This is an optimization exercise on Yosys and OpenROAD, whose aim is small area, a short achievable clock period and few clock cycles, not a production implementation.
Function was checked by simulation only, so behaviour that the tests miss may differ from the original.
No activity file was given, so power comes from the tool's default toggle rates.

### flow/flow/run.sh
#!/bin/bash
set -uo pipefail
bash standard.sh SETUP_SLACK_MARGIN=7 finish > standard_make.log 2>&1
### flow/standard.sh
#!/bin/bash
# synth_recipe.tcl (not shown) runs the flow's synth.tcl, then flattens the netlist and writes it again
# the make line also repeats each setting of config.mk as NAME=value (left out here)
make -C /OpenROAD-flow-scripts/flow DESIGN_CONFIG=/design/flow/config.mk WORK_HOME=/design/flow/orfs CLKGATE_MAP_FILE= SYNTH_SCRIPT=/design/flow/synth_recipe.tcl "${@:-finish}"
### flow/config.mk
export PLATFORM = sky130hd
export DESIGN_NAME = CHIP
export DESIGN_NICKNAME = CHIP
export VERILOG_FILES = /design/flow/design.v
export SDC_FILE = /design/flow/constraint.sdc
export NUM_CORES = 8
export LEC_CHECK = 0
export CAP_MARGIN = 20
export CORE_MARGIN = 2
export CORE_UTILIZATION = 40
export SLEW_MARGIN = 20
### flow/constraint.sdc
create_clock -name core_clock -period 11.0 [get_ports {clk}]
set_input_delay 2.2000 -clock core_clock [delete_from_list [all_inputs] [get_ports {clk}]]
set_output_delay 2.2000 -clock core_clock [all_outputs]
set_load 0.01 [all_outputs]
### flow/design.v
module CHIP (	clk,
				rst_n,
				mem_read_D,
				mem_write_D,
				mem_addr_D,
				mem_wdata_D,
				mem_rdata_D,
				mem_ready_D,
				mem_read_I,
				mem_write_I,
				mem_addr_I,
				mem_wdata_I,
				mem_rdata_I,
				mem_ready_I,
				DCACHE_addr,
				DCACHE_wdata,
				DCACHE_wen
			);
	input			clk, rst_n;
	output			mem_read_D;
	output			mem_write_D;
	output	[31:4]	mem_addr_D;
	output	[127:0]	mem_wdata_D;
	input	[127:0]	mem_rdata_D;
	input			mem_ready_D;
	output			mem_read_I;
	output			mem_write_I;
	output	[31:4]	mem_addr_I;
	output	[127:0]	mem_wdata_I;
	input	[127:0]	mem_rdata_I;
	input			mem_ready_I;
	output	[29:0]	DCACHE_addr;
	output	[31:0]	DCACHE_wdata;
	output			DCACHE_wen;
	integer i, n;
	function [31:0] bswap;
		input [31:0] w;
		bswap = {w[7:0], w[15:8], w[23:16], w[31:24]};
	endfunction
	function [27:0] pdec;
		input [31:0] w;
		reg [2:0] t;
		begin
			case (w[6:0])
				7'b0110011: t = 3'd0;
				7'b0010011: t = 3'd1;
				7'b0000011: t = 3'd2;
				7'b0100011: t = 3'd3;
				7'b1100011: t = 3'd4;
				7'b1101111: t = 3'd5;
				7'b1100111: t = 3'd6;
				default:    t = 3'd7;
			endcase
			pdec = {w[31:7], t};
		end
	endfunction
	function [27:0] wsel;
		input [111:0] l;
		input [1:0] w;
		case (w)
			2'd0: wsel = l[27:0];
			2'd1: wsel = l[55:28];
			2'd2: wsel = l[83:56];
			default: wsel = l[111:84];
		endcase
	endfunction
	function [31:0] rev32;
		input [31:0] x;
		integer b;
		for (b = 0; b < 32; b = b + 1) rev32[b] = x[31-b];
	endfunction
	reg  [29:0] pc;                  
	reg         id_v;
	reg  [29:0] id_pc;
	reg  [27:0] id_c;
	reg  [1:0]  id_bc;               
	reg         id_bp;               
	reg         ex_v;
	reg  [31:0] ex_a, ex_b;
	reg  [31:0] ex_bop;              
	reg  [29:0] ex_aux;              
	reg  [4:0]  ex_rd;
	reg  [3:0]  ex_bidx;
	reg         ex_wr, ex_ld, ex_st, ex_br, ex_bne, ex_pred, ex_jr;
	reg         ex_fa_m, ex_fb_m, ex_fbop_m, ex_subm;
	reg         ex_add, ex_sub, ex_slt, ex_xor, ex_or, ex_and, ex_sll, ex_srl, ex_sra, ex_link;
	reg         mem_v;
	reg  [31:0] mem_res, mem_sd;
	reg  [4:0]  mem_rd;
	reg         mem_wr, mem_ld, mem_st;
	reg         wb_v, wb_st;
	reg  [31:0] wb_data, wb_sd;
	reg  [4:0]  wb_rd;
	reg         wb_wr;
	reg  [31:0] rf [1:31];
	wire mem_stall;
	wire id_stall;
	wire redirect_ex;
	wire [29:0] ex_tgt;
	localparam IN = 16;
	reg  [111:0] ic_d [0:IN-1];
	reg  [27:0]  ic_t [0:IN-1];
	reg  [IN-1:0] ic_v;
	reg  [3:0]   ic_ptr;                
	reg          sb_v;
	reg  [27:0]  sb_line;
	reg  [111:0] sb_d;
	reg          i_req, i_busy, i_fill;
	reg  [27:0]  i_addr;
	reg  [7:0]   btb_v;
	reg  [5:0]   btb_tag [0:7];
	reg  [11:0]  btb_tgt [0:7];
	wire bt_hit = btb_v[pc[2:0]] & (btb_tag[pc[2:0]] == pc[8:3]);
	wire [29:0] bt_pc = {pc[29:12], btb_tgt[pc[2:0]]};
	wire [27:0] f_line = pc[29:2];
	wire [1:0]  f_wd   = pc[1:0];
	wire [IN-1:0] ihv;
	wire [27:0]   iword [0:IN];
	assign iword[0] = 28'd0;
	genvar g;
	generate
		for (g = 0; g < IN; g = g + 1) begin : icl
			assign ihv[g] = ic_v[g] & (ic_t[g] == f_line);
			assign iword[g+1] = iword[g] | ({28{ihv[g]}} & wsel(ic_d[g], f_wd));
		end
	endgenerate
	wire ihit = |ihv;
	wire ihsb = sb_v & (sb_line == f_line);
	wire i_rdy = i_busy & mem_ready_I;
	wire ihby = i_rdy & (i_addr == f_line);
	wire [111:0] i_pd = {pdec(bswap(mem_rdata_I[127:96])), pdec(bswap(mem_rdata_I[95:64])),
	                     pdec(bswap(mem_rdata_I[63:32])),  pdec(bswap(mem_rdata_I[31:0]))};
	wire        f_ok = ihit | ihsb | ihby;
	wire [27:0] f_inst = ihit ? iword[IN] : ihsb ? wsel(sb_d, f_wd) : wsel(i_pd, f_wd);
	wire i_sbuse = ihsb & ~ihit & ~i_fill;
	wire i_free = (~i_req & ~i_busy) | i_rdy;
	wire i_pend = (i_req | i_busy) & (i_addr == f_line);
	wire id_redir_raw;
	wire ex_redir_raw;
	wire want_dem = ~f_ok & ~i_pend & ~id_redir_raw & ~ex_redir_raw;
	wire want_pf  = i_sbuse | ihby;
	assign mem_read_I  = i_req;
	assign mem_write_I = 1'b0;
	assign mem_addr_I  = i_addr;
	assign mem_wdata_I = 128'd0;
	always @(posedge clk) begin
		if (!rst_n) begin
			i_req  <= 1'b0;
			i_busy <= 1'b0;
			i_fill <= 1'b0;
			sb_v   <= 1'b0;
			ic_v   <= {IN{1'b0}};
			ic_ptr <= 4'd0;
		end else begin
			i_req  <= i_free & (want_dem | want_pf);
			i_fill <= i_sbuse & ~i_rdy;
			if (i_req) i_busy <= 1'b1;
			else if (i_rdy) i_busy <= 1'b0;
			if (i_rdy) sb_v <= 1'b1;
			if (i_fill) begin
				ic_v[ic_ptr] <= 1'b1;
				ic_ptr <= ic_ptr + 4'd1;
			end
		end
	end
	always @(posedge clk) begin
		if (i_free) i_addr <= f_ok ? f_line + 28'd1 : f_line;
		if (i_rdy) begin
			sb_line <= i_addr;
			sb_d    <= i_pd;
		end
		if (i_fill) begin
			ic_d[ic_ptr] <= sb_d;
			ic_t[ic_ptr] <= sb_line;
		end
	end
	wire [31:0] I = {id_c[27:3], 7'd0};
	wire [2:0]  id_t = id_c[2:0];
	wire isR  = (id_t == 3'd0);
	wire isI  = (id_t == 3'd1);
	wire isL  = (id_t == 3'd2);
	wire isS  = (id_t == 3'd3);
	wire isB  = (id_t == 3'd4);
	wire isJ  = (id_t == 3'd5);
	wire isJR = (id_t == 3'd6);
	wire [4:0] rd  = I[11:7];
	wire [4:0] rs1 = I[19:15];
	wire [4:0] rs2 = I[24:20];
	wire [2:0] f3  = I[14:12];
	wire b30 = I[30];
	wire [31:0] immI = {{20{I[31]}}, I[31:20]};
	wire [31:0] immS = {{20{I[31]}}, I[31:25], I[11:7]};
	wire [29:0] immB = {{19{I[31]}}, I[31], I[7], I[30:25], I[11:9]};       
	wire [29:0] immJ = {{11{I[31]}}, I[31], I[19:12], I[20], I[30:22]};     
	wire use1 = isR | isI | isL | isS | isB | isJR;
	wire use2 = isR | isS | isB;
	wire id_wr = (isR | isI | isL | isJ | isJR) & (rd != 5'd0);
	reg  [1:0] bht [0:15];
	wire pred_t = isB & (I[31] ? (id_bc != 2'd0) : id_bc[1]);
	wire [29:0] id_imm = isJ ? immJ : immB;
	wire [29:0] id_tgt = id_pc + id_imm;
	wire [29:0] id_pc1 = id_pc + 30'd1;
	assign id_stall = id_v & ex_v & ex_ld & ex_wr &
	                  ((use1 & (ex_rd == rs1)) | (use2 & (ex_rd == rs2)));
	wire want_redir = isJ | pred_t;
	wire [11:0] sa_r = pc[11:0] ^ id_pc[11:0] ^ id_imm[11:0];
	wire [11:0] sa_k = (id_pc[11:0] & id_imm[11:0]) | ((id_pc[11:0] | id_imm[11:0]) & sa_r);
	wire lo_ok = ~sa_r[0] & (sa_r[11:1] == sa_k[10:0]);
	wire bp_ok = lo_ok & (sa_k[11] ? (&id_imm[29:12]) : ~(|id_imm[29:12]));
	assign id_redir_raw = id_v & (want_redir ? ~(id_bp & bp_ok) : id_bp);
	wire [29:0] id_npc = want_redir ? id_tgt : id_pc1;
	wire redirect_id = id_redir_raw & ~id_stall & ~mem_stall & ~redirect_ex;
	wire btb_we = id_v & (want_redir | id_bp);
	wire wb_we = wb_v & wb_wr;
	wire [31:0] rf1 = (rs1 == 5'd0) ? 32'd0 : (wb_we & (wb_rd == rs1)) ? wb_data : rf[rs1];
	wire [31:0] rf2 = (rs2 == 5'd0) ? 32'd0 : (wb_we & (wb_rd == rs2)) ? wb_data : rf[rs2];
	wire fa_m = ex_v & ex_wr & (ex_rd == rs1);
	wire fa_w = mem_v & mem_wr & (mem_rd == rs1);
	wire fb_m = ex_v & ex_wr & (ex_rd == rs2);
	wire fb_w = mem_v & mem_wr & (mem_rd == rs2);
	wire [31:0] mem_fwd;
	wire [31:0] opa  = fa_w ? mem_fwd : rf1;
	wire [31:0] rs2v = fb_w ? mem_fwd : rf2;
	wire id_useimm = isI | isL | isS | isJR;
	wire id_sub = (isR & b30 & (f3 == 3'd0)) | ((isR | isI) & (f3 == 3'd2));
	wire [31:0] opb = id_useimm ? (isS ? immS : immI) : rs2v;
	wire [31:0] A  = ex_fa_m ? mem_res : ex_a;
	wire [31:0] R2 = ex_fb_m ? mem_res : ex_b;
	wire [31:0] Bx = ex_fbop_m ? (mem_res ^ {32{ex_subm}}) : ex_bop;
	wire [31:0] sum = A + Bx + {31'd0, ex_subm};
	wire slt = (A[31] == Bx[31]) ? A[31] : sum[31];
	wire [4:0] shamt = Bx[4:0];
	wire [31:0] shin = ex_sll ? rev32(A) : A;
	wire signed [32:0] shx = {ex_sra & A[31], shin};
	wire signed [32:0] shr = shx >>> shamt;
	wire [31:0] shres = ex_sll ? rev32(shr[31:0]) : shr[31:0];
	wire [31:0] ex_res = ({32{ex_add | ex_sub}} & sum) |
	                     {31'd0, ex_slt & slt} |
	                     ({32{ex_xor}} & (A ^ Bx)) |
	                     ({32{ex_or}}  & (A | Bx)) |
	                     ({32{ex_and}} & (A & Bx)) |
	                     ({32{ex_sll | ex_srl | ex_sra}} & shres) |
	                     ({32{ex_link}} & {ex_aux, 2'b00});
	wire eq = (A == R2);
	wire taken = ex_bne ? ~eq : eq;
	wire [31:0] jt = A + ex_bop;        
	assign ex_redir_raw = ex_v & ((ex_br & (taken ^ ex_pred)) | ex_jr);
	assign redirect_ex = ex_redir_raw & ~mem_stall;
	assign ex_tgt = ex_jr ? jt[31:2] : ex_aux;
	localparam DN = 8;
	reg  [127:0] dc_d [0:DN-1];
	reg  [27:0]  dc_t [0:DN-1];
	reg  [DN-1:0] dc_v, dc_dt;
	reg  [2:0]   dc_ptr;                
	reg          d_rreq, d_wreq, d_isw, d_busy, d_rdpend;
	reg  [27:0]  d_addr;
	reg          wbf_v;
	reg  [27:0]  wbf_addr;
	reg  [127:0] wbf_d;
	wire [27:0] d_line = mem_res[31:4];
	wire [1:0]  d_wd   = mem_res[3:2];
	wire [DN-1:0] dh;
	wire [31:0]   dword [0:DN];
	assign dword[0] = 32'd0;
	generate
		for (g = 0; g < DN; g = g + 1) begin : dcl
			assign dh[g] = dc_v[g] & (dc_t[g] == d_line);
			assign dword[g+1] = dword[g] | ({32{dh[g]}} & dc_d[g][d_wd*32 +: 32]);
		end
	endgenerate
	wire dhit = |dh;
	wire dacc = mem_v & (mem_ld | mem_st);
	wire d_req = d_rreq | d_wreq;
	wire d_rdy = d_busy & mem_ready_D;
	wire d_fill = d_rdy & ~d_isw;
	assign mem_stall = dacc & ~dhit & ~d_fill;
	wire [31:0] ld_word = bswap(d_fill ? mem_rdata_D[d_wd*32 +: 32] : dword[DN]);
	assign mem_fwd = mem_ld ? ld_word : mem_res;
	wire d_free = (~d_req & ~d_busy) | d_rdy;
	wire wbf_done = d_rdy & d_isw;
	wire d_vdirty = dc_v[dc_ptr] & dc_dt[dc_ptr];
	wire d_issue_rd = mem_stall & ~d_rdpend & d_free & ~(wbf_v & ~wbf_done);
	wire d_issue_wr = ~d_issue_rd & d_free & wbf_v & ~wbf_done;
	assign mem_read_D  = d_rreq;
	assign mem_write_D = d_wreq;
	assign mem_addr_D  = d_addr;
	assign mem_wdata_D = wbf_d;
	wire [31:0] st_word = bswap(mem_sd);
	wire st_hit = mem_v & mem_st & dhit;
	always @(posedge clk) begin
		if (!rst_n) begin
			d_rreq   <= 1'b0;
			d_wreq   <= 1'b0;
			d_busy   <= 1'b0;
			d_rdpend <= 1'b0;
			wbf_v    <= 1'b0;
			dc_v     <= {DN{1'b0}};
			dc_ptr   <= 3'd0;
		end else begin
			d_rreq <= d_issue_rd;
			d_wreq <= d_issue_wr;
			if (d_req) d_busy <= 1'b1;
			else if (d_rdy) d_busy <= 1'b0;
			if (d_issue_rd) begin
				d_rdpend <= 1'b1;
				if (d_vdirty) wbf_v <= 1'b1;
				else if (wbf_done) wbf_v <= 1'b0;
			end else if (wbf_done) wbf_v <= 1'b0;
			if (d_fill) begin
				d_rdpend <= 1'b0;
				dc_v[dc_ptr]  <= 1'b1;
				dc_dt[dc_ptr] <= mem_st;
				dc_ptr <= dc_ptr + 3'd1;
			end
			if (st_hit) dc_dt <= dc_dt | dh;
		end
	end
	always @(posedge clk) begin
		if (d_issue_rd) begin
			d_isw    <= 1'b0;
			d_addr   <= d_line;
			wbf_d    <= dc_d[dc_ptr];
			wbf_addr <= dc_t[dc_ptr];
		end else if (d_issue_wr) begin
			d_isw  <= 1'b1;
			d_addr <= wbf_addr;
		end
		if (d_fill) dc_t[dc_ptr] <= d_addr;
	end
	wire [127:0] dc_win;
	generate
		for (g = 0; g < 4; g = g + 1) begin : dwb
			assign dc_win[g*32 +: 32] = (d_fill & ~(mem_st & (d_wd == g))) ? mem_rdata_D[g*32 +: 32] : st_word;
		end
	endgenerate
	always @(posedge clk)
		for (i = 0; i < DN*4; i = i + 1)
			if ((d_fill & (dc_ptr == i/4)) | (st_hit & dh[i/4] & (d_wd == i%4)))
				dc_d[i/4][(i%4)*32 +: 32] <= dc_win[(i%4)*32 +: 32];
	always @(posedge clk) begin
		if (!rst_n) btb_v <= 8'd0;
		else if (btb_we) btb_v[id_pc[2:0]] <= want_redir;
	end
	always @(posedge clk)
		if (btb_we) begin
			btb_tag[id_pc[2:0]] <= id_pc[8:3];
			btb_tgt[id_pc[2:0]] <= id_tgt[11:0];
		end
	wire [1:0] bc = bht[ex_bidx];
	always @(posedge clk) begin
		if (!rst_n) begin
			for (n = 0; n < 16; n = n + 1) bht[n] <= 2'd1;
		end else if (ex_v & ex_br & ~mem_stall) begin
			if (taken) bht[ex_bidx] <= (bc == 2'd3) ? 2'd3 : bc + 2'd1;
			else       bht[ex_bidx] <= (bc == 2'd0) ? 2'd0 : bc - 2'd1;
		end
	end
	wire adv_id = ~mem_stall & ~id_stall;
	always @(posedge clk) begin
		if (!rst_n) begin
			pc    <= 30'd1;
			id_v  <= 1'b0;
			ex_v  <= 1'b0;
			mem_v <= 1'b0;
			wb_v  <= 1'b0;
			wb_st <= 1'b0;
		end else begin
			if (redirect_ex) pc <= ex_tgt;
			else if (adv_id) begin
				if (redirect_id) pc <= id_npc;
				else if (f_ok) pc <= bt_hit ? bt_pc : pc + 30'd1;
			end
			if (redirect_ex) id_v <= 1'b0;
			else if (adv_id) id_v <= f_ok & ~redirect_id;
			if (~mem_stall) begin
				ex_v  <= id_v & ~id_stall & ~redirect_ex;
				mem_v <= ex_v;
			end
			wb_v  <= mem_v & ~mem_stall;
			wb_st <= mem_v & mem_st & ~mem_stall;
		end
	end
	always @(posedge clk) begin
		if (adv_id) begin
			id_c  <= f_inst;
			id_pc <= pc;
			id_bc <= bht[pc[3:0]];
			id_bp <= bt_hit;
		end
		if (~mem_stall) begin
			ex_a    <= opa;
			ex_b    <= rs2v;
			ex_bop  <= opb ^ {32{id_sub}};
			ex_subm <= id_sub;
			ex_fbop_m <= fb_m & isR;
			ex_aux  <= (isB & ~pred_t) ? id_tgt : id_pc1;
			ex_rd   <= rd;
			ex_wr   <= id_wr;
			ex_ld   <= isL;
			ex_st   <= isS;
			ex_br   <= isB;
			ex_bne  <= f3[0];
			ex_pred <= pred_t;
			ex_bidx <= id_pc[3:0];
			ex_jr   <= isJR;
			ex_fa_m <= fa_m & use1;
			ex_fb_m <= fb_m & use2;
			ex_add  <= ((isR & ~b30 | isI) & (f3 == 3'd0)) | isL | isS;
			ex_sub  <= isR & b30 & (f3 == 3'd0);
			ex_slt  <= (isR | isI) & (f3 == 3'd2);
			ex_xor  <= (isR | isI) & (f3 == 3'd4);
			ex_or   <= (isR | isI) & (f3 == 3'd6);
			ex_and  <= (isR | isI) & (f3 == 3'd7);
			ex_sll  <= (isR | isI) & (f3 == 3'd1);
			ex_srl  <= (isR | isI) & (f3 == 3'd5) & ~b30;
			ex_sra  <= (isR | isI) & (f3 == 3'd5) & b30;
			ex_link <= isJ | isJR;
			mem_res <= ex_res;
			mem_sd  <= R2;
			mem_rd  <= ex_rd;
			mem_wr  <= ex_wr;
			mem_ld  <= ex_ld;
			mem_st  <= ex_st;
		end
		wb_data <= mem_fwd;
		wb_sd   <= st_word;
		wb_rd   <= mem_rd;
		wb_wr   <= mem_wr;
		if (wb_we) rf[wb_rd] <= wb_data;
	end
	assign DCACHE_wen   = wb_st;
	assign DCACHE_addr  = wb_data[31:2];
	assign DCACHE_wdata = wb_sd;
endmodule
==> flow_summary_export.csv, run 1 <==
group,metric,value,unit
run_status,status,"timing/DRC/antenna clean",
pwr,p_leak,94.4,nW
yosys,synth.yosys.warnings,2,
route,wire_per_inst,36.3,um
floorplan,floorplan.initialDensity,40.2,%
critical_path,cp_max_fo,4,
yosys,ys_seq_area_share,67.2,%
pwr,finalPower,46.3,mW
global_routing,grt_overflow,0,
timing,holdWs,0.418,ns
global_routing,antenna_found_initial,54,
worst_hold_path,hold_path_class,"reg2reg",
yosys,yosysUniqueCellTypes,106,
critical_path,critPathTopFamily,"buffers and inverters",
route,detail_route.iter0.violations,26400,
global_routing,first_global_vias,153000,
critical_path,cp_cell_sequence,"buf_12 -> buf_12 -> xor2_4 -> nor3_4 -> nand4_1 -> nor4_4 -> buf_6 -> buf_12 -> buf_6 -> buf_12 -> buf_16 -> buf_12 -> buf_12 -> a221oi_2 -> buf_4 -> and3_4 -> o31ai_4 -> buf_12 -> o2bb2ai_4 -> mux2_4 -> xnor2_1",
critical_path,critPathSlowestCell,"edfxtp_1",
finish,fin_area,290000,sq um
finish,syn_to_final_growth,19.7,%
critical_path,cp_common_cell,"buf_12",
yosys,synth_area_per_cell,15.6,sq um
route,ant_nets,0,
timing,finalSetupTns,0,ns
yosys,synth_edf_count,5305,
critical_path,crit_required,11.80,ns
critical_path,slowest_delay,0.42,ns
timing,min_period,4.24,ns
critical_path,r2r_end,"ex_bop[5]",
timing,max_freq,0.236,GHz
cts,cts.hold.buffers_added,0,
pwr,peakVddDrop,0.180,mV
cts,clock-root-buffer,"clkbuf_16",
worst_hold_path,holdPathStages,0,
critical_path,crit_start,"mem_res[31]",
critical_path,end_kind,"flop",
yosys,ys.flop_type,"edfxtp_1",
critical_path,r2r_setup_slack,6.76,ns
placement,io_buffers,509,
critical_path,startpoint_type,"flop",
critical_path,r2r_cells,21,
pwr,powerDensity,160,nW/um^2
timing,tightestPinTransition,1.20,ns
route,drc,0,
timing,relSlewSlack,19.8,%
placement,post_dp_cell_area,257000,sq um
critical_path,critical_path_class,"reg2reg",
yosys,async_flop_share,0,%
timing,hold_viol_final,0,
cts,clock_sinks,5476,
cts,path_clk_slew,0.06,ns
worst_hold_path,min_to,"wb_wr",
finish,drive_gt1_share,24.0,%
route,wirelength,913,mm
floorplan,dieHeight,782,um
placement,gp_congestion,0.978,
timing,rsz0062_at_grt,"true",
yosys,syn-cell-area,242000,sq um
critical_path,crit_buf_inv,11,
timing,setup_viol,0,
cts,clkLatencyLatePin,1.15,ns
cts,numCtsBuffers,584,
cts,cts_tree,"done",
finish,fill_cells,51100,
critical_path,r2r-start,"mem_res[31]",
global_routing,grt_max_degree,178,
yosys,syn_inst,15500,
timing,finalMaxSlewViolations,0,
floorplan,die_area,611000,sq um
yosys,yosys_register_bits,5476,
cts,htree_levels,6,
flow_run,cap_viol_max_count,0,
placement,hpwl,526,mm
route,viasPerCell,6.47,
timing,fin_worst_skew,0.113,ns
route,dr.pass1.iters,14,
critical_path,crit_arrival,5.04,ns
floorplan,ios,639,
global_routing,grt_pass1_wl,1240,mm
worst_hold_path,min_from,"mem_wr",
cts,clockBufferDepth,4,
route,vias,163000,
floorplan,die-width,782,um
finish,nets,17000,
floorplan,num_rows,285,
floorplan,core_area,603000,sq um
global_routing,track_usage,28.5,%
timing,min_period_over_period,38.6,%
## registers in the layout, indices dropped and copies added (netlist names), 48 cells and up, named ones only
register  cells
btb_tgt      96
ic_d       1792
wbf_d       128
dc_t        224
ic_t        448
sb_d        112
rf          992
dc_d       1024
btb_tag      48
## area by class of cell
type / instances / area [sq um] / area share (%)
clock inverters: 310 / 3220 / 1.11
inverters: 189 / 796 / 0.275
repair buffers: 1708 / 19300 / 6.66
diodes: 18 / 45.0 / 0.0155
multi-input cells: 8622 / 77700 / 26.8
repair inverters: 8 / 62.6 / 0.0216
well taps: 8036 / 10100 / 3.47
flip-flops and latches: 5476 / 163000 / 56.3
clock buffers: 752 / 15600 / 5.37
## metal layers
metal  up-vias  GRT usage [%]  part of all wire, %
met4        28           14.5                  6.3
met3      2308           7.12                   13
met5         -              0                0.019
li1      64900              -                    -
met2     11800           43.0                   44
met1     83500           38.4                   37
## layout by cell type, fill, tap and decap left out, types with 182 or more instances in the layout
master,n
buf_4,726
xor2_1,397
xnor2_1,577
nor2_1,982
buf_6,213
mux4_2,884
mux2_2,243
buf_12,182
o21ai_0,364
a22oi_1,263
edfxtp_1,5305
nand2_1,679
a21oi_1,691
a211oi_1,241
clkbuf_16,610
clkdlybuf4s50_1,257
a222oi_1,633
mux2i_1,251
## worst max-delay path by stage
stage	end	slack (ns)	cells past startpoint
finish	ex_bop[5]	6.76	21
global route	pc[24]	6.74	17
CTS	pc[14]	6.85	19
detailed placement	pc[21]	3.95	12
global placement	bht[9][1]	3.98	11
floorplan	wbf_addr[0]	4.63	8
## Yosys cell counts (all sizes together), types with 28 or more instances
cell	n	share of area, %
mux2i	285	1.2
buf	604	1.4
inv	184	0.29
nor4	148	0.44
nand4	166	0.43
dfxtp	171	1.4
o21a	30	0.093
xor2	414	1.5
a22oi	265	0.82
a211oi	270	0.84
o22ai	117	0.30
ha	146	0.75
a31oi	28	0.081
a222oi	633	2.6
a22o	65	0.24
o21ai	448	0.93
mux4	884	8.2
nand2b	39	0.10
xnor2	594	2.1
o221ai	62	0.22
a221o	62	0.26
nor2b	39	0.10
a21o	52	0.16
clkbuf	719	1.1
nor3	82	0.17
edfxtp	5305	66
a221oi	130	0.47
mux2	253	1.2
o2111ai	31	0.11
a41oi	116	0.42
a21oi	764	1.6
o31ai	48	0.16
nand3	115	0.24
o211ai	127	0.39
nor2	1056	1.6
and3	67	0.17
nand2	691	1.1
## cells by family (layout without fill, tap and decap cells)
group	count (synthesis)	count (layout)	synth area share, %
buffers and inverters	1512	2967	2.81
flip-flops	5476	5476	67.2
XOR/XNOR	1010	1010	3.67
adder cells (fa/ha/maj)	154	154	0.800
multiplexers	1422	1422	10.6
AO/OA/AOI/OAI	3384	3384	10.2
other	1	147	0.00155
AND/OR/NAND/NOR	2513	2523	4.70
## report_power, final
part / leakage [nW] / internal [mW] / switching, mW
clock network: 9.12 / 11.0 / 8.52
registers: 50.5 / 23.0 / 0.406
logic: 34.8 / 1.34 / 1.94
total: 94.4 / 35.4 / 10.9
## per-stage QoR
| stage | instances | utilization [%] | worst slack (ns) |
|---|---|---|---|
| 2_1_floorplan | 15600 | - | 4.63 |
| 3_3_place_gp | 23300 | 42.6 | 3.98 |
| 3_5_place_dp | 23300 | 42.6 | 3.95 |
| 4_1_cts | 24900 | 47.4 | 6.85 |
| 5_1_grt | 25100 | 48.1 | 6.74 |
| 6_report | 25100 | 48.1 | 6.76 |
## repair_timing
item | 4_1_cts | 5_1_grt
resized for setup | 1871 | 409
buffers inserted | 433 | 201
gates cloned | 75 | 28
pin swaps | 154 | 190
endpoints found under the setup margin | 3076 | 950
Testbench counts, summed over its fixed seeds: cycles 149,915.
==> inputs of run 2 (changes only) <==
--- a/flow/design.v
+++ b/flow/design.v
@@ -272,2 +272,3 @@
 	wire dacc = mem_v & (mem_ld | mem_st);
+	wire dmiss = dacc & ~dhit;
 	wire d_req = d_rreq | d_wreq;
@@ -275,5 +276,2 @@
 	wire d_fill = d_rdy & ~d_isw;
-	assign mem_stall = dacc & ~dhit & ~d_fill;
-	wire [31:0] ld_word = bswap(d_fill ? mem_rdata_D[d_wd*32 +: 32] : dword[DN]);
-	assign mem_fwd = mem_ld ? ld_word : mem_res;
 	wire d_free = (~d_req & ~d_busy) | d_rdy;
@@ -281,4 +279,16 @@
 	wire d_vdirty = dc_v[dc_ptr] & dc_dt[dc_ptr];
-	wire d_issue_rd = mem_stall & ~d_rdpend & d_free & ~(wbf_v & ~wbf_done);
+	wire d_can = ~d_rdpend & d_free & ~(wbf_v & ~wbf_done);
+	wire d_issue_rd = dmiss & d_can;
 	wire d_issue_wr = ~d_issue_rd & d_free & wbf_v & ~wbf_done;
+	reg          ps_v;
+	reg  [1:0]   ps_wd;
+	reg  [31:0]  ps_data;
+	wire st_go = dmiss & mem_st & d_can;
+	wire serve_ld = d_fill & ~ps_v;
+	wire st_hit = mem_v & mem_st & dhit;
+	wire st_wait = d_fill & ps_v & st_hit;
+	assign mem_stall = (dmiss & ~serve_ld & ~st_go) | st_wait;
+	wire st_do = st_hit & ~st_wait;
+	wire [31:0] ld_word = bswap(serve_ld ? mem_rdata_D[d_wd*32 +: 32] : dword[DN]);
+	assign mem_fwd = mem_ld ? ld_word : mem_res;
 	assign mem_read_D  = d_rreq;
@@ -288,3 +298,2 @@
 	wire [31:0] st_word = bswap(mem_sd);
-	wire st_hit = mem_v & mem_st & dhit;
 	always @(posedge clk) begin
@@ -296,2 +305,3 @@
 			wbf_v    <= 1'b0;
+			ps_v     <= 1'b0;
 			dc_v     <= {DN{1'b0}};
@@ -305,2 +315,3 @@
 				d_rdpend <= 1'b1;
+				dc_v[dc_ptr] <= 1'b0;           
 				if (d_vdirty) wbf_v <= 1'b1;
@@ -308,9 +319,11 @@
 			end else if (wbf_done) wbf_v <= 1'b0;
+			if (st_go) ps_v <= 1'b1;
 			if (d_fill) begin
 				d_rdpend <= 1'b0;
+				ps_v <= 1'b0;
 				dc_v[dc_ptr]  <= 1'b1;
-				dc_dt[dc_ptr] <= mem_st;
+				dc_dt[dc_ptr] <= ps_v;
 				dc_ptr <= dc_ptr + 3'd1;
 			end
-			if (st_hit) dc_dt <= dc_dt | dh;
+			if (st_do) dc_dt <= dc_dt | dh;
 		end
@@ -318,2 +331,6 @@
 	always @(posedge clk) begin
+		if (st_go) begin
+			ps_wd   <= d_wd;
+			ps_data <= st_word;
+		end
 		if (d_issue_rd) begin
@@ -332,3 +349,4 @@
 		for (g = 0; g < 4; g = g + 1) begin : dwb
-			assign dc_win[g*32 +: 32] = (d_fill & ~(mem_st & (d_wd == g))) ? mem_rdata_D[g*32 +: 32] : st_word;
+			assign dc_win[g*32 +: 32] = ~d_fill ? st_word :
+			                            (ps_v & (ps_wd == g)) ? ps_data : mem_rdata_D[g*32 +: 32];
 		end
@@ -337,3 +355,3 @@
 		for (i = 0; i < DN*4; i = i + 1)
-			if ((d_fill & (dc_ptr == i/4)) | (st_hit & dh[i/4] & (d_wd == i%4)))
+			if ((d_fill & (dc_ptr == i/4)) | (st_do & dh[i/4] & (d_wd == i%4)))
 				dc_d[i/4][(i%4)*32 +: 32] <= dc_win[(i%4)*32 +: 32];
--- a/flow/config.mk
+++ b/flow/config.mk
@@ -9,3 +9,5 @@
 export CORE_MARGIN = 2
-export CORE_UTILIZATION = 40
+export CORE_UTILIZATION = 50
+export CTS_CLUSTER_DIAMETER = 100
+export CTS_CLUSTER_SIZE = 25
 export SLEW_MARGIN = 20
==> flow_summary_export.csv, run 2 <==
group,metric,value,unit
yosys,yosysUniqueCellTypes,108,
yosys,ys_seq_area_share,67.1,%
yosys,synth.yosys.warnings,2,
yosys,syn_inst,16000,
finish,reg.largest.list,"ic_d: 1792 flops, dc_d: 1024 flops, rf: 992 flops",
floorplan,die_area,494000,sq um
timing,min_period_over_period,39.5,%
route,detail_route.iter0.violations,30000,
critical_path,cp_max_fo,11,
yosys,synthTopCellsByCount,"edfxtp_1, nor2_1, nand2_1",
timing,max_freq,0.230,GHz
worst_hold_path,holdPathStages,0,
placement,place_ws,4.56,ns
worst_hold_path,hold_path_class,"reg2reg",
critical_path,crit_arrival,5.24,ns
cts,path_clk_slew,0.10,ns
critical_path,end_kind,"flop",
cts,clock-root-buffer,"clkbuf_16",
route,dr.pass1.iters,11,
cts,clock_sinks,5511,
yosys,synth_adder_area_share,0.800,%
finish,largest_reg_flops,1792,
route,wire_per_inst,39.0,um
critical_path,r2r_cells,17,
global_routing,grt_overflow,0,
finish,largest-register,"ic_d",
placement,placed_cells,22200,
yosys,synth_area_per_cell,15.3,sq um
yosys,synth_top_family_by_area,"compound AO/OA/AOI/OAI gates",
finish,drive_gt1_share,19.1,%
finish,fill_cells,38000,
timing,timing.final.ws_setup,6.66,ns
placement,hpwl,519,mm
timing,fin_worst_skew,0.0952,ns
floorplan,dieHeight,703,um
timing,hold_viol_final,0,
yosys,synth_xor_area_share,3.69,%
floorplan,core_area,486000,sq um
timing,rsz0062_at_grt,"true",
timing,setup_viol,0,
global_routing,first_global_vias,151000,
route,ant_nets,1,
yosys,ys.flop_type,"edfxtp_1",
placement,gp_congestion,0.983,
global_routing,antenna_found_initial,77,
cts,cts.hold.buffers_added,0,
timing,min_period,4.34,ns
placement,io_buffers,509,
floorplan,floorplan.initialDensity,50.2,%
critical_path,crit_required,11.90,ns
yosys,async_flop_share,0,%
timing,tightestPinTransition,1.28,ns
cts,clockBufferDepth,4,
critical_path,startpoint_type,"flop",
yosys,synth_largest_area_cell,"edfxtp_1",
pwr,powerDensity,138,nW/um^2
finish,syn_to_final_growth,13.5,%
cts,cts_tree,"done",
global_routing,grt_pass1_wl,1220,mm
finish,most-common-layout-cells,"edfxtp_1, nor2_1, mux4_2",
route,wirelength,902,mm
flow_run,cap_viol_max_count,0,
cts,htree_levels,5,
yosys,synth-simple-area-share,5.06,%
pwr,finalPower,38.2,mW
pwr,p_leak,88.7,nW
finish,layout_commonest_cell,"edfxtp_1",
yosys,synth_top_area_share,65.7,%
route,vias,162000,
run_status,violations,"antenna rules",
global_routing,grt_max_degree,140,
yosys,synth-compound-area-share,10.3,%
floorplan,num_rows,256,
yosys,yosys_register_bits,5511,
finish,fin_cells,23200,
cts,numCtsBuffers,263,
yosys,synthMuxAreaShare,10.2,%
timing,relSlewSlack,14.9,%
yosys,yosysMostFrequentCell,"edfxtp_1",
cts,clkLatencyLatePin,1.05,ns
route,viasPerCell,7.00,
floorplan,die-width,703,um
timing,finalMaxSlewViolations,0,
finish,nets,17000,
route,drc,0,
run_status,status,"finished with violations",
yosys,synth_edf_count,5339,
floorplan,ios,639,
yosys,synthTopCellsByArea,"edfxtp_1, mux4_2, a222oi_1",
yosys,syn-cell-area,244000,sq um
timing,finalSetupTns,0,ns
critical_path,critical_path_class,"reg2reg",
pwr,peakVddDrop,0.121,mV
global_routing,track_usage,35.3,%
run 2: path summary, 6_finish.rpt:
check | startpoint | end | slack (ns)
worst max-delay path | ex_fa_m | pc[28] | 6.66
worst min-delay path | mem_sd[5] | wb_sd[29] | 0.43
worst max register to register | ex_fa_m | pc[28] | 6.66
worst min register to register | mem_sd[5] | wb_sd[29] | 0.43
run 2: report_power, final:
part | total [mW] | switching [mW] | internal (mW)
clock network | 11.4 | 6.76 | 4.63
registers | 23.5 | 0.326 | 23.2
logic | 3.36 | 2.07 | 1.29
run 2: layout make-up:
type | count | area (sq um) | area share (%)
sequential | 5511 | 164000 | 59.2
timing repair buffer | 1570 | 18200 | 6.57
tap | 6450 | 8070 | 2.91
clock buffer | 337 | 7080 | 2.56
antenna | 30 | 75.1 | 0.0271
multi-input combinational | 8991 | 78200 | 28.2
timing repair inverter | 3 | 37.5 | 0.0135
clock inverter | 35 | 397 | 0.143
inverter | 230 | 947 | 0.342
run 2: through the flow:
| step | hold WS [ns] | instance area (sq um) | utilization [%] |
|---|---|---|---|
| floorplan | 0.366 | 245000 | - |
| global placement | 0.394 | 257000 | 52.9 |
| detailed placement | 0.404 | 257000 | 52.9 |
| CTS | 0.426 | 274000 | 56.3 |
| global route | 0.448 | 277000 | 57.0 |
| finish | 0.428 | 277000 | 57.0 |
run 2: cell families (layout without fill, tap and decap cells):
logic type | Yosys count | after routing
DFF | 5511 | 5511
adders and majority gates | 155 | 156
muxes | 1364 | 1364
and+or+nand+nor | 2782 | 2789
other | 1 | 159
buffers and inverters | 1588 | 2175
AOI/OAI and AO/OA | 3526 | 3527
xor gates and xnor gates | 1026 | 1026
run 2: worst max-delay path, cell delays in order (launching register included):
cell and delay (ns):
edfxtp_1 0.45, buf_12 0.17, buf_16 0.14, mux2i_4 0.20
buf_4 0.16, buf_6 0.11, buf_6 0.11, and2_4 0.13
nor4b_4 0.40, nand4b_1 0.16, or4_4 0.61, o22a_1 0.27
a211oi_4 0.23, buf_12 0.17, or2_4 0.20, o21ai_4 0.09
buf_4 0.23, a2111oi_2 0.39
run 2: what timing repair did:
item | 4_1_cts | 5_1_grt
pin swaps | 131 | 135
setup endpoints to repair | 3241 | 1682
cloned | 80 | 26
setup buffers | 371 | 112
gates resized for setup | 1405 | 401
run 2: layer usage:
| layer | wire length [um] | global-route usage, % | vias to the layer above |
|---|---|---|---|
| li1 | - | - | 64900 |
| met1 | 336000 | 49.3 | 83000 |
| met2 | 391000 | 51.7 | 12200 |
| met3 | 124000 | 10.1 | 2044 |
| met4 | 50500 | 15.7 | 46 |
| met5 | 521 | 0 | - |
Testbench counts of run 2, summed over its fixed seeds: cycles 147,173.
==> inputs of run 3 (changes only) <==
--- a/flow/config.mk
+++ b/flow/config.mk
@@ -9,3 +9,3 @@
 export CORE_MARGIN = 2
-export CORE_UTILIZATION = 50
+export CORE_UTILIZATION = 60
 export CTS_CLUSTER_DIAMETER = 100
==> flow_summary_export.csv, run 3 <==
group,metric,value,unit
run_status,status,"timing/DRC/antenna clean",
timing,timing.final.ws_setup,6.71,ns
yosys,synth_area_per_cell,15.3,sq um
route,top_layer,"met5",
pwr,p_sw,9.04,mW
critical_path,crit_arrival,5.04,ns
critical_path,r2r-start,"ex_fa_m",
finish,nets,17000,
route,viasPerCell,7.55,
critical_path,crit_start,"ex_fa_m",
floorplan,core_area,406000,sq um
yosys,ys.flop_type,"edfxtp_1",
placement,placed_cells,21100,
critical_path,startpoint_type,"flop",
timing,finalSetupTns,0,ns
timing,setup_viol,0,
placement,gp_congestion,1.03,
yosys,synth_largest_area_cell,"edfxtp_1",
pwr,p_leak,88.8,nW
global_routing,track_usage,42.5,%
finish,drive_gt1_share,19.5,%
pwr,peakVddDrop,0.152,mV
timing,finalMaxSlewViolations,0,
finish,reg.largest.list,"ic_d: 1792 flops, dc_d: 1024 flops, rf: 992 flops",
finish,fin_area,276000,sq um
finish,fin_cells,22200,
timing,max_freq,0.233,GHz
cts,htree_levels,5,
pwr,clkPwrFrac,29.5,%
finish,layout_commonest_cell,"edfxtp_1",
critical_path,critPathSlowestCell,"edfxtp_1",
critical_path,cp_cell_sequence,"buf_12 -> buf_12 -> mux2i_4 -> inv_2 -> ha_4 -> a21o_1 -> a21o_1 -> a2111oi_4 -> o311ai_2 -> buf_4 -> a41o_4 -> nor4bb_1 -> a211o_1 -> a31o_2 -> o211ai_1 -> a2bb2oi_1 -> o21ai_1",
yosys,syn-cell-area,244000,sq um
yosys,yosysUniqueCellTypes,108,
cts,clockBufferDepth,4,
critical_path,critPathTopFamily,"compound AO/OA/AOI/OAI gates",
yosys,async_flop_share,0,%
floorplan,floorplan.initialDensity,60.2,%
timing,holdWs,0.463,ns
pwr,powerDensity,138,nW/um^2
critical_path,slowest_delay,0.46,ns
cts,path_clk_slew,0.11,ns
route,wl_met1,311,mm
timing,fin_worst_skew,0.0894,ns
critical_path,worst-path-stages,17,
critical_path,crit_required,11.74,ns
route,wire_per_inst,41.0,um
floorplan,num_rows,234,
placement,hpwl,523,mm
pwr,finalPower,38.1,mW
route,wl_met3,148,mm
route,drc,0,
timing,hold_viol_final,0,
floorplan,ios,639,
critical_path,r2r_setup_slack,6.71,ns
global_routing,grt_pass1_wl,1230,mm
critical_path,cp_max_fo,5,
floorplan,die-width,642,um
worst_hold_path,min_from,"ex_ld",
pwr,pwr-share-seq,61.7,%
pwr,swShare,23.7,%
route,detail_route.iter0.violations,32500,
yosys,synth_top_area_share,65.7,%
route,dr.pass1.iters,14,
yosys,ys_seq_area_share,67.1,%
floorplan,dieHeight,642,um
timing,relSlewSlack,13.6,%
timing,min_period_over_period,39.0,%
critical_path,critical_path_class,"reg2reg",
cts,numCtsBuffers,262,
cts,cts.hold.buffers_added,0,
global_routing,grt_overflow,0,
route,vias,167000,
pwr,power.internal,29.1,mW
cts,clkLatencyLatePin,1.06,ns
route,wirelength,910,mm
finish,multi_input_area,78500,sq um
yosys,syn_inst,16000,
finish,seq_area,164000,sq um
critical_path,r2r_cells,17,
placement,place_ws,4.54,ns
critical_path,end_kind,"flop",
cts,cts_tree,"done",
flow_run,cap_viol_max_count,0,
global_routing,grt_max_degree,157,
critical_path,crit_buf_inv,4,
finish,most-common-layout-cells,"edfxtp_1, nor2_1, mux4_2",
yosys,synthTopCellsByArea,"edfxtp_1, mux4_2, a222oi_1",
finish,largest_reg_flops,1792,
finish,postLayoutCoreUtil,68.1,%
timing,rsz0062_at_grt,"true",
route,ant_nets,0,
timing,min_period,4.29,ns
yosys,synth.yosys.warnings,2,
global_routing,antenna_found_initial,103,
yosys,synth_edf_count,5339,
cts,clock_sinks,5511,
placement,post_dp_cell_area,256000,sq um
cts,clock-root-buffer,"clkbuf_16",
yosys,yosysMostFrequentCell,"edfxtp_1",
finish,fill_cells,27200,
floorplan,die_area,412000,sq um
yosys,yosys_register_bits,5511,
yosys,synthTopCellsByCount,"edfxtp_1, nor2_1, nand2_1",
worst_hold_path,hold_path_class,"reg2reg",
placement,io_buffers,509,
global_routing,first_global_vias,157000,
route,wl_met2,393,mm
pwr,combPwrFrac,8.8,%
timing,tightestPinTransition,1.30,ns
critical_path,setup.worst_path.end,"mem_res[31]",
critical_path,r2r_end,"mem_res[31]",
finish,syn_to_final_growth,13.2,%
finish,largest-register,"ic_d",
## run 3: layout make-up
| cell class | instances | share of cell area [%] |
|---|---|---|
| flip-flops and latches | 5511 | 59.3 |
| well taps | 5428 | 2.46 |
| clock buffers | 346 | 2.56 |
| multi-input cells | 8991 | 28.4 |
| clock inverters | 25 | 0.112 |
| inverters | 230 | 0.350 |
| repair buffers | 1604 | 6.70 |
| repair inverters | 3 | 0.0118 |
| diodes | 58 | 0.0525 |
## run 3: how the worst min path moves through the flow
stage                    end  slack [ns]  cells past startpoint
floorplan           wb_sd[0]        0.37                      0
global placement    btb_v[5]        0.44                      2
detailed placement     wb_wr        0.43                      0
CTS                   mem_ld        0.46                      0
global route        wb_rd[0]        0.48                      0
finish                mem_ld        0.46                      0
## run 3: power groups by stage
stage               Sequential (mW)  Clock (mW)  Combinational [mW]
floorplan                      23.8           0                1.65
global placement               24.0           0                2.68
detailed placement             24.0           0                2.70
CTS                            23.5        11.2                3.03
global route                   23.5        11.9                3.46
finish                         23.5        11.2                3.36
## run 3: repair_timing
item,CTS,global route
gates cloned,72,37
gates resized for setup,1385,533
pin swaps,127,179
setup endpoints to repair,3166,1920
buffers inserted,352,193
## run 3: kinds of logic (layout without fill, tap and decap cells)
family	after synthesis	count (layout)	share of synthesized area, %
AOI/OAI and AO/OA	3526	3526	10.3
buffers and inverters	1588	2208	2.83
xor gates and xnor gates	1026	1026	3.69
other	1	187	0.00154
adders and majority gates	155	156	0.800
and+or+nand+nor	2782	2790	5.06
muxes	1364	1364	10.2
DFF	5511	5511	67.1
## run 3: routing by layer
layer	GRT usage, %	vias to the layer above
met5	0	-
met4	20.9	84
met3	15.6	2872
met2	61.3	15200
met1	57.4	84400
li1	-	65000
==> inputs of run 4 (changes only) <==
--- a/flow/design.v
+++ b/flow/design.v
@@ -99,3 +99,3 @@
 	wire [29:0] ex_tgt;
-	localparam IN = 16;
+	localparam IN = 12;
 	reg  [111:0] ic_d [0:IN-1];
@@ -103,3 +103,3 @@
 	reg  [IN-1:0] ic_v;
-	reg  [3:0]   ic_ptr;                
+	reg  [IN-1:0] ic_oh;                
 	reg          sb_v;
@@ -152,3 +152,3 @@
 			ic_v   <= {IN{1'b0}};
-			ic_ptr <= 4'd0;
+			ic_oh  <= {{IN-1{1'b0}}, 1'b1};
 		end else begin
@@ -160,4 +160,4 @@
 			if (i_fill) begin
-				ic_v[ic_ptr] <= 1'b1;
-				ic_ptr <= ic_ptr + 4'd1;
+				ic_v  <= ic_v | ic_oh;
+				ic_oh <= {ic_oh[IN-2:0], ic_oh[IN-1]};
 			end
@@ -171,6 +171,7 @@
 		end
-		if (i_fill) begin
-			ic_d[ic_ptr] <= sb_d;
-			ic_t[ic_ptr] <= sb_line;
-		end
+		for (i = 0; i < IN; i = i + 1)
+			if (i_fill & ic_oh[i]) begin
+				ic_d[i] <= sb_d;
+				ic_t[i] <= sb_line;
+			end
 	end
@@ -253,3 +254,3 @@
 	reg  [DN-1:0] dc_v, dc_dt;
-	reg  [2:0]   dc_ptr;                
+	reg  [DN-1:0] dc_oh;                
 	reg          d_rreq, d_wreq, d_isw, d_busy, d_rdpend;
@@ -278,3 +279,13 @@
 	wire wbf_done = d_rdy & d_isw;
-	wire d_vdirty = dc_v[dc_ptr] & dc_dt[dc_ptr];
+	wire d_vdirty = |(dc_v & dc_dt & dc_oh);
+	wire [127:0] vdat [0:DN];
+	wire [27:0]  vtag [0:DN];
+	assign vdat[0] = 128'd0;
+	assign vtag[0] = 28'd0;
+	generate
+		for (g = 0; g < DN; g = g + 1) begin : vsel
+			assign vdat[g+1] = vdat[g] | ({128{dc_oh[g]}} & dc_d[g]);
+			assign vtag[g+1] = vtag[g] | ({28{dc_oh[g]}} & dc_t[g]);
+		end
+	endgenerate
 	wire d_can = ~d_rdpend & d_free & ~(wbf_v & ~wbf_done);
@@ -307,3 +318,3 @@
 			dc_v     <= {DN{1'b0}};
-			dc_ptr   <= 3'd0;
+			dc_oh    <= {{DN-1{1'b0}}, 1'b1};
 		end else begin
@@ -315,3 +326,3 @@
 				d_rdpend <= 1'b1;
-				dc_v[dc_ptr] <= 1'b0;           
+				dc_v <= dc_v & ~dc_oh;          
 				if (d_vdirty) wbf_v <= 1'b1;
@@ -323,7 +334,8 @@
 				ps_v <= 1'b0;
-				dc_v[dc_ptr]  <= 1'b1;
-				dc_dt[dc_ptr] <= ps_v;
-				dc_ptr <= dc_ptr + 3'd1;
+				dc_v  <= dc_v | dc_oh;
+				dc_oh <= {dc_oh[DN-2:0], dc_oh[DN-1]};
 			end
-			if (st_do) dc_dt <= dc_dt | dh;
+			for (i = 0; i < DN; i = i + 1)
+				if (d_fill & dc_oh[i]) dc_dt[i] <= ps_v;
+				else if (st_do & dh[i]) dc_dt[i] <= 1'b1;
 		end
@@ -338,4 +350,4 @@
 			d_addr   <= d_line;
-			wbf_d    <= dc_d[dc_ptr];
-			wbf_addr <= dc_t[dc_ptr];
+			wbf_d    <= vdat[DN];
+			wbf_addr <= vtag[DN];
 		end else if (d_issue_wr) begin
@@ -344,3 +356,4 @@
 		end
-		if (d_fill) dc_t[dc_ptr] <= d_addr;
+		for (n = 0; n < DN; n = n + 1)
+			if (d_fill & dc_oh[n]) dc_t[n] <= d_addr;
 	end
@@ -355,3 +368,3 @@
 		for (i = 0; i < DN*4; i = i + 1)
-			if ((d_fill & (dc_ptr == i/4)) | (st_do & dh[i/4] & (d_wd == i%4)))
+			if ((d_fill & dc_oh[i/4]) | (st_do & dh[i/4] & (d_wd == i%4)))
 				dc_d[i/4][(i%4)*32 +: 32] <= dc_win[(i%4)*32 +: 32];
==> flow_summary_export.csv, run 4 <==
group,metric,value,unit
yosys,synth_largest_area_cell,"edfxtp_1",
placement,gp_congestion,1.02,
yosys,ys_seq_area_share,66.6,%
yosys,synth_edf_count,4779,
pwr,peakVddDrop,0.187,mV
route,ant_nets,0,
critical_path,crit_required,11.78,ns
timing,hold_viol_final,0,
timing,min_period,4.46,ns
critical_path,r2r_setup_slack,6.54,ns
finish,drive_gt1_share,20.6,%
cts,path_clk_slew,0.10,ns
critical_path,worst-path-stages,18,
finish,layout_commonest_cell,"edfxtp_1",
cts,numCtsBuffers,226,
timing,fin_worst_skew,0.0826,ns
finish,syn_to_final_growth,13.6,%
yosys,yosysMostFrequentCell,"edfxtp_1",
yosys,ys.flop_type,"edfxtp_1",
placement,post_dp_cell_area,232000,sq um
timing,relSlewSlack,15.0,%
placement,io_buffers,509,
cts,clockBufferDepth,4,
yosys,synth.yosys.warnings,5,
floorplan,num_rows,222,
critical_path,crit_start,"id_c[1]",
floorplan,core_area,366000,sq um
critical_path,critPathTopFamily,"compound AO/OA/AOI/OAI gates",
route,wirelength,824,mm
global_routing,antenna_found_initial,59,
timing,holdWs,0.409,ns
finish,largest-register,"ic_d",
global_routing,grt_max_degree,165,
cts,htree_levels,4,
critical_path,r2r-start,"id_c[1]",
critical_path,r2r_end,"ex_aux[26]",
finish,largest_reg_flops,1344,
yosys,yosys_register_bits,4960,
finish,nets,15600,
timing,timing.final.ws_setup,6.54,ns
critical_path,critical_path_class,"reg2reg",
timing,max_freq,0.224,GHz
worst_hold_path,min_from,"mem_wr",
critical_path,setup.worst_path.end,"ex_aux[26]",
global_routing,grt_pass1_wl,1120,mm
floorplan,die-width,611,um
run_status,status,"timing/DRC/antenna clean",
flow_run,cap_viol_max_count,0,
critical_path,slowest_delay,0.54,ns
floorplan,dieHeight,611,um
route,wire_per_inst,40.8,um
finish,fin_cells,20200,
floorplan,die_area,373000,sq um
cts,cts.hold.buffers_added,0,
timing,finalMaxSlewViolations,0,
yosys,yosysUniqueCellTypes,107,
cts,cts_tree,"done",
floorplan,ios,639,
worst_hold_path,hold_path_class,"reg2reg",
critical_path,crit_buf_inv,4,
global_routing,grt_overflow,0,
finish,reg.largest.list,"ic_d: 1344 flops, dc_d: 1024 flops, rf: 992 flops",
global_routing,track_usage,43.0,%
pwr,powerDensity,140,nW/um^2
finish,postLayoutCoreUtil,68.6,%
critical_path,end_kind,"flop",
placement,hpwl,482,mm
route,viasPerCell,7.55,
floorplan,floorplan.initialDensity,60.4,%
placement,placed_cells,19100,
critical_path,cp_max_fo,3,
cts,clock_sinks,4960,
critical_path,r2r_cells,18,
critical_path,crit_arrival,5.24,ns
critical_path,critPathSlowestCell,"a311o_2",
critical_path,cp_common_cell,"buf_6",
global_routing,first_global_vias,143000,
timing,tightestPinTransition,1.27,ns
timing,min_period_over_period,40.5,%
critical_path,cp_cell_sequence,"and3b_4 -> buf_6 -> buf_6 -> mux2i_4 -> inv_2 -> ha_4 -> fa_2 -> a211oi_2 -> nor2_2 -> o221ai_2 -> a31oi_4 -> a311o_2 -> a311oi_4 -> buf_4 -> o21bai_2 -> xor2_2 -> nor2_1 -> a21oi_2",
cts,clock-root-buffer,"clkbuf_16",
cts,clkLatencyLatePin,1.04,ns
route,dr.pass1.iters,13,
route,vias,152000,
route,detail_route.iter0.violations,29100,
critical_path,startpoint_type,"flop",
timing,finalSetupTns,0,ns
timing,rsz0062_at_grt,"true",
finish,fin_area,251000,sq um
yosys,synthTopCellsByArea,"edfxtp_1, mux4_2, a22oi_1",
timing,setup_viol,0,
yosys,synth_top_area_share,64.9,%
pwr,finalPower,35.3,mW
yosys,synth_area_per_cell,15.3,sq um
yosys,syn-cell-area,221000,sq um
yosys,synthTopCellsByCount,"edfxtp_1, nand2_1, mux4_2",
yosys,async_flop_share,0,%
yosys,syn_inst,14500,
placement,place_ws,4.10,ns
pwr,p_leak,82.4,nW
finish,most-common-layout-cells,"edfxtp_1, mux4_2, nand2_1",
route,drc,0,
## run 4: changes by cell type in the layout (fill, tap and decap cells not counted), moves of 60 or more
cell and delta:
mux2i_1 -94, a22oi_1 +457, o211ai_1 -94, xnor2_1 -220
nor2_1 -342, xor2_1 +82, o22ai_1 -108, nand4_1 +124
a41oi_1 -84, mux2_2 -60, a222oi_1 -267, edfxtp_1 -560
a21oi_1 -204
## run 4: final cells by class
| cell class | count | area (sq um) |
|---|---|---|
| Antenna cell | 34 | 85.1 |
| Clock buffer | 355 | 6200 |
| Clock inverter | 29 | 423 |
| Fill cell | 24500 | 115000 |
| Inverter | 199 | 877 |
| Multi-Input combinational cell | 8195 | 72400 |
| Sequential cell | 4960 | 147000 |
| Tap cell | 4816 | 6030 |
| Timing Repair Buffer | 1591 | 17700 |
| Timing Repair inverter | 2 | 13.8 |
## run 4: cells by family after synthesis
group | share of synthesized area, %
AND/OR/NAND/NOR | 5.34
XOR/XNOR | 3.57
adder cells (fa/ha/maj) | 0.817
other | 0.00170
buffers and inverters | 2.86
multiplexers | 10.4
AO/OA/AOI/OAI | 10.4
flip-flops | 66.6
## run 4: repair_timing
item,in CTS,in global routing
buffers inserted,388,188
pin swaps,120,199
hold endpoints to repair,0,0
gates cloned,82,21
endpoints found under the setup margin,3210,1005
gates resized for setup,1307,454
## run 4: power by group
| group | total (mW) | switching (mW) | internal (mW) |
|---|---|---|---|
| Clock | 9.99 | 5.99 | 4.01 |
| Sequential | 21.1 | 0.329 | 20.8 |
| Combinational | 4.13 | 2.39 | 1.74 |
| Total | 35.3 | 8.71 | 26.6 |
## run 4: worst min-delay path by stage
stage               endpoint  slack [ns]  cells after the start
CTS                    wb_wr        0.40                      0
global route           wb_wr        0.41                      0
floorplan              wb_wr        0.35                      0
finish                 wb_wr        0.41                      0
detailed placement     wb_wr        0.36                      0
global placement       wb_wr        0.40                      0
## run 4: metal layers
layer / GRT usage (%) / wire length [um] / part of all wire [%]
met2: 61.5 / 352000 / 43
met1: 58.7 / 283000 / 34
met3: 14.6 / 134000 / 16
met4: 22.4 / 54500 / 6.6
met5: 0.103 / 340 / 0.041
Testbench counts of run 4, summed over its fixed seeds: cycles 153,981.
==> inputs of run 5 (changes only) <==
--- a/flow/config.mk
+++ b/flow/config.mk
@@ -7,3 +7,3 @@
 export LEC_CHECK = 0
-export CAP_MARGIN = 20
+export CAP_MARGIN = 30
 export CORE_MARGIN = 2
@@ -12,2 +12,2 @@
 export CTS_CLUSTER_SIZE = 25
-export SLEW_MARGIN = 20
+export SLEW_MARGIN = 30
==> flow_summary_export.csv, run 5 <==
group,metric,value,unit
floorplan,dieHeight,611,um
route,ant_nets,0,
yosys,synth_top_area_share,64.9,%
yosys,synthTopCellsByCount,"edfxtp_1, nand2_1, mux4_2",
placement,gp_congestion,1.02,
floorplan,die_area,373000,sq um
finish,reg.largest.list,"ic_d: 1344 flops, dc_d: 1024 flops, rf: 992 flops",
cts,numCtsBuffers,227,
critical_path,critPathSlowestCell,"edfxtp_1",
finish,largest_reg_flops,1344,
critical_path,end_kind,"flop",
critical_path,crit_arrival,5.27,ns
yosys,synth.yosys.warnings,5,
cts,htree_levels,4,
global_routing,first_global_vias,143000,
timing,finalSetupTns,0,ns
route,wire_per_inst,41.2,um
timing,min_period,4.34,ns
timing,fin_worst_skew,0.124,ns
finish,drive_gt1_share,20.7,%
route,drc,0,
global_routing,grt_max_degree,165,
finish,fill_cells,24200,
cts,path_clk_slew,0.10,ns
cts,cts.hold.buffers_added,0,
cts,clock-root-buffer,"clkbuf_16",
placement,io_buffers,509,
timing,min_period_over_period,39.4,%
route,dr.pass1.iters,13,
global_routing,track_usage,42.9,%
timing,finalMaxSlewViolations,0,
timing,tightestPinTransition,1.21,ns
yosys,ys_seq_area_share,66.6,%
route,vias,153000,
timing,relSlewSlack,18.6,%
timing,max_freq,0.230,GHz
floorplan,ios,639,
worst_hold_path,hold_path_class,"reg2reg",
pwr,combPwrFrac,11.7,%
pwr,p_sw,8.70,mW
yosys,synth_area_per_cell,15.3,sq um
finish,nets,15600,
yosys,syn_inst,14500,
pwr,peakVddDrop,0.185,mV
pwr,swShare,24.7,%
critical_path,slowest_delay,0.45,ns
finish,syn_to_final_growth,14.1,%
timing,timing.final.ws_setup,6.66,ns
placement,place_ws,4.09,ns
finish,most-common-layout-cells,"edfxtp_1, nand2_1, mux4_2",
floorplan,core_area,366000,sq um
floorplan,die-width,611,um
yosys,async_flop_share,0,%
yosys,synth_largest_area_cell,"edfxtp_1",
global_routing,antenna_found_initial,72,
route,detail_route.iter0.violations,29100,
pwr,pwr-share-seq,60.0,%
yosys,synth_edf_count,4779,
timing,setup_viol,0,
placement,hpwl,483,mm
critical_path,cp_max_fo,6,
cts,clkLatencyLatePin,1.04,ns
flow_run,cap_viol_max_count,0,
pwr,clkPwrFrac,28.4,%
timing,hold_viol_final,0,
cts,clockBufferDepth,4,
global_routing,grt_overflow,0,
global_routing,grt_pass1_wl,1120,mm
timing,rsz0062_at_grt,"true",
yosys,yosysUniqueCellTypes,107,
yosys,yosysMostFrequentCell,"edfxtp_1",
critical_path,cp_cell_sequence,"buf_6 -> buf_12 -> buf_4 -> buf_6 -> mux2i_4 -> buf_6 -> clkinvlp_4 -> ha_4 -> and4_4 -> nand4_1 -> a2bb2oi_4 -> a31oi_4 -> o211ai_1 -> a31oi_2 -> a41oi_2 -> buf_4 -> xnor2_2 -> nand2_2 -> a22oi_1 -> o221a_2",
yosys,syn-cell-area,221000,sq um
finish,largest-register,"ic_d",
route,wirelength,833,mm
floorplan,num_rows,222,
yosys,yosys_register_bits,4960,
cts,cts_tree,"done",
route,viasPerCell,7.58,
yosys,ys.flop_type,"edfxtp_1",
critical_path,crit_required,11.93,ns
run_status,status,"timing/DRC/antenna clean",
cts,clock_sinks,4960,
pwr,power.internal,26.6,mW
yosys,synthTopCellsByArea,"edfxtp_1, mux4_2, a22oi_1",
finish,layout_commonest_cell,"edfxtp_1",
critical_path,cp_common_cell,"buf_6",
pwr,powerDensity,140,nW/um^2
critical_path,critical_path_class,"reg2reg",
floorplan,floorplan.initialDensity,60.4,%
critical_path,startpoint_type,"flop",
pwr,p_leak,82.9,nW
==> run 5: cell counts after synthesis <==
No cell type changed its count.
==> run 5: cells by family after synthesis <==
kind of cell / share of synthesized area [%]
other: 0.00170
xor gates and xnor gates: 3.57
and+or+nand+nor: 5.34
buffers and inverters: 2.86
DFF: 66.6
adders and majority gates: 0.817
AOI/OAI and AO/OA: 10.4
muxes: 10.4
==> run 5: metal layers <==
metal  share of wire, %  track usage [%]
met1                 34             58.1
met2                 43             61.6
met3                 16             15.3
met4                6.9             21.9
met5              0.061            0.220
==> run 5: stage by stage <==
| step | cells | cell area (sq um) | hold slack, ns | total power, mW | utilization (%) |
|---|---|---|---|---|---|
| floorplan | 14600 | 222000 | 0.348 | 23.6 | - |
| global placement | 19100 | 232000 | 0.398 | 24.9 | 63.3 |
| detailed placement | 19100 | 232000 | 0.357 | 24.9 | 63.4 |
| CTS | 19900 | 246000 | 0.404 | 34.8 | 67.3 |
| global route | 20200 | 252000 | 0.412 | 35.9 | 68.8 |
| finish | 20200 | 252000 | 0.401 | 35.2 | 68.9 |
==> run 5: worst paths after layout <==
check               start      to  slack, ns  cells past startpoint
hold reg to reg    mem_wr   wb_wr       0.40                      0
setup reg to reg  ex_fa_m  pc[28]       6.66                     20
hold / removal     mem_wr   wb_wr       0.40                      0
setup / recovery  ex_fa_m  pc[28]       6.66                     20
==> run 5: final cells by class <==
type	count	area, sq um	share of cell area, %
timing repair buffer	1615	18500	7.33
clock buffer	343	6140	2.43
timing repair inverter	4	31.3	0.0124
sequential	4960	147000	58.4
multi-input combinational	8193	72600	28.8
tap	4816	6030	2.39
antenna	46	115	0.0457
inverter	199	893	0.354
clock inverter	29	490	0.195
==> run 5: critical path: cells and delay by family, from the launching register on <==
| kind | cells | cell delay, ns |
|---|---|---|
| adders and majority gates | 1 | 0.29 |
| AOI/OAI and AO/OA | 7 | 1.49 |
| buffers and inverters | 7 | 1.05 |
| muxes | 1 | 0.17 |
| xor gates and xnor gates | 1 | 0.19 |
| and+or+nand+nor | 3 | 0.58 |
| DFF | 1 | 0.45 |
==> run 5: power by group through the flow <==
stage / registers, mW / clock network [mW] / logic [mW]
after CTS: 21.1 / 9.97 / 3.75
after global routing: 21.1 / 10.6 / 4.24
after floorplan: 21.4 / 0 / 2.24
after global placement: 21.6 / 0 / 3.34
after detailed placement: 21.6 / 0 / 3.39
final: 21.1 / 10.0 / 4.12
==> run 5: timing repair <==
item                                    4_1_cts  5_1_grt
endpoints found under the setup margin     3211     1123
resized for setup                          1249      553
hold endpoints to repair                      0        0
buffers inserted                            347      220
pin swaps                                   101      248
cloned                                       76       50
==> inputs of run 6 (changes only) <==
--- a/flow/config.mk
+++ b/flow/config.mk
@@ -13 +13,2 @@
 export SLEW_MARGIN = 30
+export TNS_END_PERCENT = 5
==> flow_summary_export.csv, run 6 <==
group,metric,value,unit
run_status,status,"timing/DRC/antenna clean",
pwr,power.internal,26.5,mW
timing,finalSetupTns,0,ns
pwr,p_sw,8.66,mW
route,vias,150000,
floorplan,dieHeight,611,um
timing,min_period_over_period,39.6,%
pwr,peakVddDrop,0.186,mV
critical_path,crit_required,11.70,ns
yosys,ys.flop_type,"edfxtp_1",
cts,clock-root-buffer,"clkbuf_16",
timing,min_period,4.36,ns
placement,hpwl,481,mm
finish,largest-register,"ic_d",
critical_path,end_kind,"flop",
finish,layout_commonest_cell,"edfxtp_1",
yosys,syn_inst,14500,
flow_run,cap_viol_max_count,0,
pwr,clkPwrFrac,28.4,%
placement,gp_congestion,1.02,
critical_path,startpoint_type,"flop",
cts,numCtsBuffers,228,
yosys,async_flop_share,0,%
global_routing,first_global_vias,140000,
cts,path_clk_slew,0.11,ns
floorplan,floorplan.initialDensity,60.4,%
finish,multi_input_area,71600,sq um
pwr,combPwrFrac,11.3,%
route,wire_per_inst,40.2,um
critical_path,r2r_cells,18,
placement,io_buffers,509,
global_routing,grt_max_degree,199,
yosys,syn-cell-area,221000,sq um
yosys,synth_top_area_share,64.9,%
finish,seq_area,147000,sq um
finish,most-common-layout-cells,"edfxtp_1, nand2_1, mux4_2",
floorplan,num_rows,222,
route,wirelength,803,mm
cts,clkLatencyLatePin,1.05,ns
yosys,synth-compound-area-share,10.4,%
route,drc,0,
yosys,synth_area_per_cell,15.3,sq um
timing,relSlewSlack,17.8,%
timing,finalMaxSlewViolations,0,
critical_path,critical_path_class,"reg2reg",
floorplan,core_area,366000,sq um
yosys,yosys_register_bits,4960,
finish,reg.largest.list,"ic_d: 1344 flops, dc_d: 1024 flops, rf: 992 flops",
worst_hold_path,holdPathStages,0,
yosys,synth.yosys.warnings,5,
yosys,synth_largest_area_cell,"edfxtp_1",
route,viasPerCell,7.53,
timing,hold_viol_final,0,
finish,fin_cells,20000,
pwr,pwr-share-seq,60.2,%
finish,nets,15400,
global_routing,antenna_found_initial,71,
yosys,synthTopCellsByCount,"edfxtp_1, nand2_1, mux4_2",
cts,clock_sinks,4960,
pwr,p_leak,80.8,nW
yosys,yosysUniqueCellTypes,107,
global_routing,grt_pass1_wl,1080,mm
yosys,synth_edf_count,4779,
finish,syn_to_final_growth,12.3,%
timing,rsz0062_at_grt,"true",
yosys,ys_seq_area_share,66.6,%
critical_path,cp_max_fo,11,
yosys,synth_xor_area_share,3.57,%
pwr,finalPower,35.1,mW
yosys,synthTopCellsByArea,"edfxtp_1, mux4_2, a22oi_1",
pwr,powerDensity,141,nW/um^2
## run 6: worst max-delay path, stage by stage, from the launching register on
cell	delay, ns
edfxtp_1	0.50
buf_12	0.20
buf_12	0.15
xnor2_1	0.41
a21oi_1	0.19
ha_1	0.48
o21ai_1	0.15
nor2_1	0.19
a211oi_2	0.12
or3_4	0.43
o211ai_1	0.25
nand2_1	0.14
buf_4	0.16
buf_6	0.11
buf_4	0.13
buf_6	0.11
buf_6	0.10
xor2_1	0.12
o21ai_1	0.09
## run 6: area by class of cell
type | instances | share of cell area, %
antenna | 35 | 0.0353
clock buffer | 341 | 2.49
clock inverter | 29 | 0.205
inverter | 199 | 0.342
multi-input combinational | 8187 | 28.9
sequential | 4960 | 59.3
tap | 4816 | 2.43
timing repair buffer | 1409 | 6.32
## run 6: metal layers
layer / track usage (%) / routed length, um
met5: 0.129 / 446
met1: 57.2 / 280000
met2: 60.1 / 347000
met4: 20.4 / 50800
met3: 13.1 / 125000
## run 6: path summary, 6_finish.rpt
| check | slack [ns] | start | to |
|---|---|---|---|
| hold reg to reg | 0.44 | mem_wr | wb_wr |
| setup / recovery | 6.64 | ex_subm | mem_res[24] |
| setup reg to reg | 6.64 | ex_subm | mem_res[24] |
| hold / removal | 0.44 | mem_wr | wb_wr |
## run 6: timing repair
item / in CTS / in global routing
pin swaps: 112 / 120
buffers inserted: 245 / 183
gates cloned: 36 / 29
resized for setup: 709 / 354
hold buffers: 0 / 0
setup endpoints to repair: 3140 / 2041
## run 6: metrics by stage
step | worst slack (ns) | utilization, % | hold WS, ns | instance area [sq um]
6_report | 6.64 | 67.8 | 0.439 | 248000
5_1_grt | 6.60 | 67.8 | 0.452 | 248000
4_1_cts | 6.76 | 66.6 | 0.443 | 244000
3_5_place_dp | 3.77 | 63.3 | 0.397 | 232000
3_3_place_gp | 3.78 | 63.2 | 0.399 | 231000
2_1_floorplan | 4.03 | - | 0.348 | 221000
## run 6: cells by family (layout without fill, tap and decap cells)
kind of cell	after synthesis	after routing
XOR/XNOR	893	893
adder cells (fa/ha/maj)	144	144
flip-flops	4960	4960
AND/OR/NAND/NOR	2572	2577
AO/OA/AOI/OAI	3269	3270
other	1	164
multiplexers	1174	1174
buffers and inverters	1455	1978
## run 6: power by group through the flow
stage,Combinational (mW),Sequential (mW),Clock (mW)
final,3.98,21.2,9.98
after floorplan,2.21,21.4,0
after global placement,3.35,21.6,0
after CTS,3.61,21.1,9.97
after global routing,4.11,21.1,10.6
after detailed placement,3.39,21.6,0
